This is an optimization exercise on Yosys and OpenROAD, whose aim is small area, a short achievable clock period and few clock cycles, not a production implementation.
Only simulation tests tie the RTL to the original design; equivalence was not proved.
The flow treats the clock pin as an ideal source. Dropping or thinning the clock tree relies on that and would not hold on a real chip.
Power and IR drop assume default switching activity.

==> flow/design.v (excerpt) <==
module S_Axi_Lite #(
    parameter integer P_S_AXI_DATA_WIDTH = 32,
    parameter integer P_S_AXI_ADDR_WIDTH = 4
)
(
    input  wire                                S_AXI_ACLK,
    input  wire                                S_AXI_ARESETN,
    input  wire [P_S_AXI_ADDR_WIDTH-1 : 0]     S_AXI_AWADDR,
    input  wire [2 : 0]                        S_AXI_AWPROT,
    input  wire                                S_AXI_AWVALID,
    output wire                                S_AXI_AWREADY,
    input  wire [P_S_AXI_DATA_WIDTH-1 : 0]     S_AXI_WDATA,
    input  wire [(P_S_AXI_DATA_WIDTH/8)-1 : 0] S_AXI_WSTRB,
    input  wire                                S_AXI_WVALID,
    output wire                                S_AXI_WREADY,
    output wire [1 : 0]                        S_AXI_BRESP,
    output wire                                S_AXI_BVALID,
    input  wire                                S_AXI_BREADY,
    input  wire [P_S_AXI_ADDR_WIDTH-1 : 0]     S_AXI_ARADDR,
    input  wire [2 : 0]                        S_AXI_ARPROT,
    input  wire                                S_AXI_ARVALID,
    output wire                                S_AXI_ARREADY,
    output wire [P_S_AXI_DATA_WIDTH-1 : 0]     S_AXI_RDATA,
    output wire [1 : 0]                        S_AXI_RRESP,
    output wire                                S_AXI_RVALID,
    input  wire                                S_AXI_RREADY
);
localparam integer DW = P_S_AXI_DATA_WIDTH;
reg       wq_v0;
reg [3:0] wq_h0;
reg [1:0] wq_a1;
reg       r_bvalid, b2;
reg       r_awready, r_wready;
wire wq_v1 = ~r_awready;
wire aw_hs = S_AXI_AWVALID & r_awready;
wire w_hs  = S_AXI_WVALID  & r_wready;
wire b_hs  = r_bvalid      & S_AXI_BREADY;
  ...
For scale: about 390 cells after synthesis, about 98 I/O pins, ~6200 um^2 of cells after synthesis.
export LEC_CHECK = 0
export CAP_MARGIN = 20
export CORE_MARGIN = 2
export CORE_UTILIZATION = 60
export SETUP_SLACK_MARGIN = 2.55
export SLEW_MARGIN = 20
create_clock -name core_clock -period 4.0 [get_ports {S_AXI_ACLK}]
standard.sh (not shown) runs the stock make flow with config.mk's settings and CLKGATE_MAP_FILE= SYNTH_SCRIPT=/design/flow/synth_recipe.tcl, a recipe that flattens the netlist after the stock synthesis.
==> flow/flow/run.sh <==
#!/bin/bash
# Own layout flow: the standard synthesis (standard.sh synth, unchanged),
# then the gates between the registers re-mapped for area (remap.sh; registers
# untouched, equivalence checked), then the standard layout steps with
# minimum-size port buffers and a balanced two-level clock tree: the clock
# port drives four buf_16, each driving two buf_12, each feeding an equal
# share of the registers, split by recursive bisection (mytree.tcl).
set -euo pipefail
W=$PWD
F=$W/flow
R=$W/orfs/results/sky130hd/S_Axi_Lite/base
mkdir -p "$W/remap"
bash standard.sh synth > "$W/synth.log" 2>&1
cp "$R/1_2_yosys.v" "$W/remap/std_synth.v"
bash "$F/remap.sh" "$W/remap/std_synth.v" "$W/remap/remapped.v" "$W/remap" > "$W/remap.log" 2>&1
cp "$W/remap/remapped.v" "$R/1_2_yosys.v"
rm -f "$R/1_synth.odb" "$R/1_synth.sdc"
export BUFFER_PORTS_ARGS="-buffer_cell sky130_fd_sc_hd__buf_1"
export PRE_CTS_TCL="$F/pre_cts.tcl"
bash standard.sh > "$W/layout.log" 2>&1
==> flow/flow/scripts.abc <==
strash; dch -f; map -a
Other scripts of this flow, unchanged in this note and not shown: flow/flow/mytree.tcl, flow/flow/pre_cts.tcl, flow/flow/remap.sh
Testbench counts at the start, summed over its fixed seeds: cycles 784.
Edit:
==> flow/flow/scripts.abc (replaced) <==
strash; dch; map -a
strash; dch; amap
strash; dc2; dch; map -a
strash; balance; rewrite; refactor; balance; rewrite -z; rewrite -z; balance; dch; map -a
strash; dch -f; map -a
strash; dch; map -a; strash; dch; amap
strash; dc2; dc2; dch -f; amap
strash; dch -f; amap
strash; dc2; dch -f; map -a
strash; balance; rewrite; refactor; balance; rewrite -z; rewrite -z; balance; dch -f; amap
strash; dc2; dch; amap
strash; dch; amap; strash; dch -f; map -a
--- a/flow/config.mk
+++ b/flow/config.mk
@@ -10,3 +10,3 @@
 export CORE_UTILIZATION = 60
-export SETUP_SLACK_MARGIN = 2.55
+export SETUP_SLACK_MARGIN = 2.35
 export SLEW_MARGIN = 20
Result: Total power shrinks by 1.9%; design area came out lower by 9.3%; worst hold slack degrades by 23 ps; die area is lower by 1.1%.
In every run of this note, the design's own scripts or RTL, not TritonCTS, make the clock network.

## static timing again, ports no longer ideal
The results above use ideal ports. As a check the final layouts listed here were re-extracted and re-timed, cells and wires unchanged. Step 1: set_driving_cell puts a clkbuf_16 on S_AXI_ACLK and a buf_2 on each other input, an assumption about the parent block. Step 2 moves the port delays by t, midway between the first and last clock arrival at a register: inputs arrive t later, outputs are due t later. That takes back most of the time a late clock gives input paths. a / b / c = ideal ports / drivers / drivers and shift; a / b = the first two.
run | t (ns) | slack for setup (ns) | worst register clock-pin slew, ns
the first run | 0.332 | 2.500 / 2.394 / 2.266 | 0.09 / 0.09
the second run | 0.334 | 2.415 / 2.310 / 2.181 | 0.09 / 0.09
After both steps setup and hold are still met in every run listed.
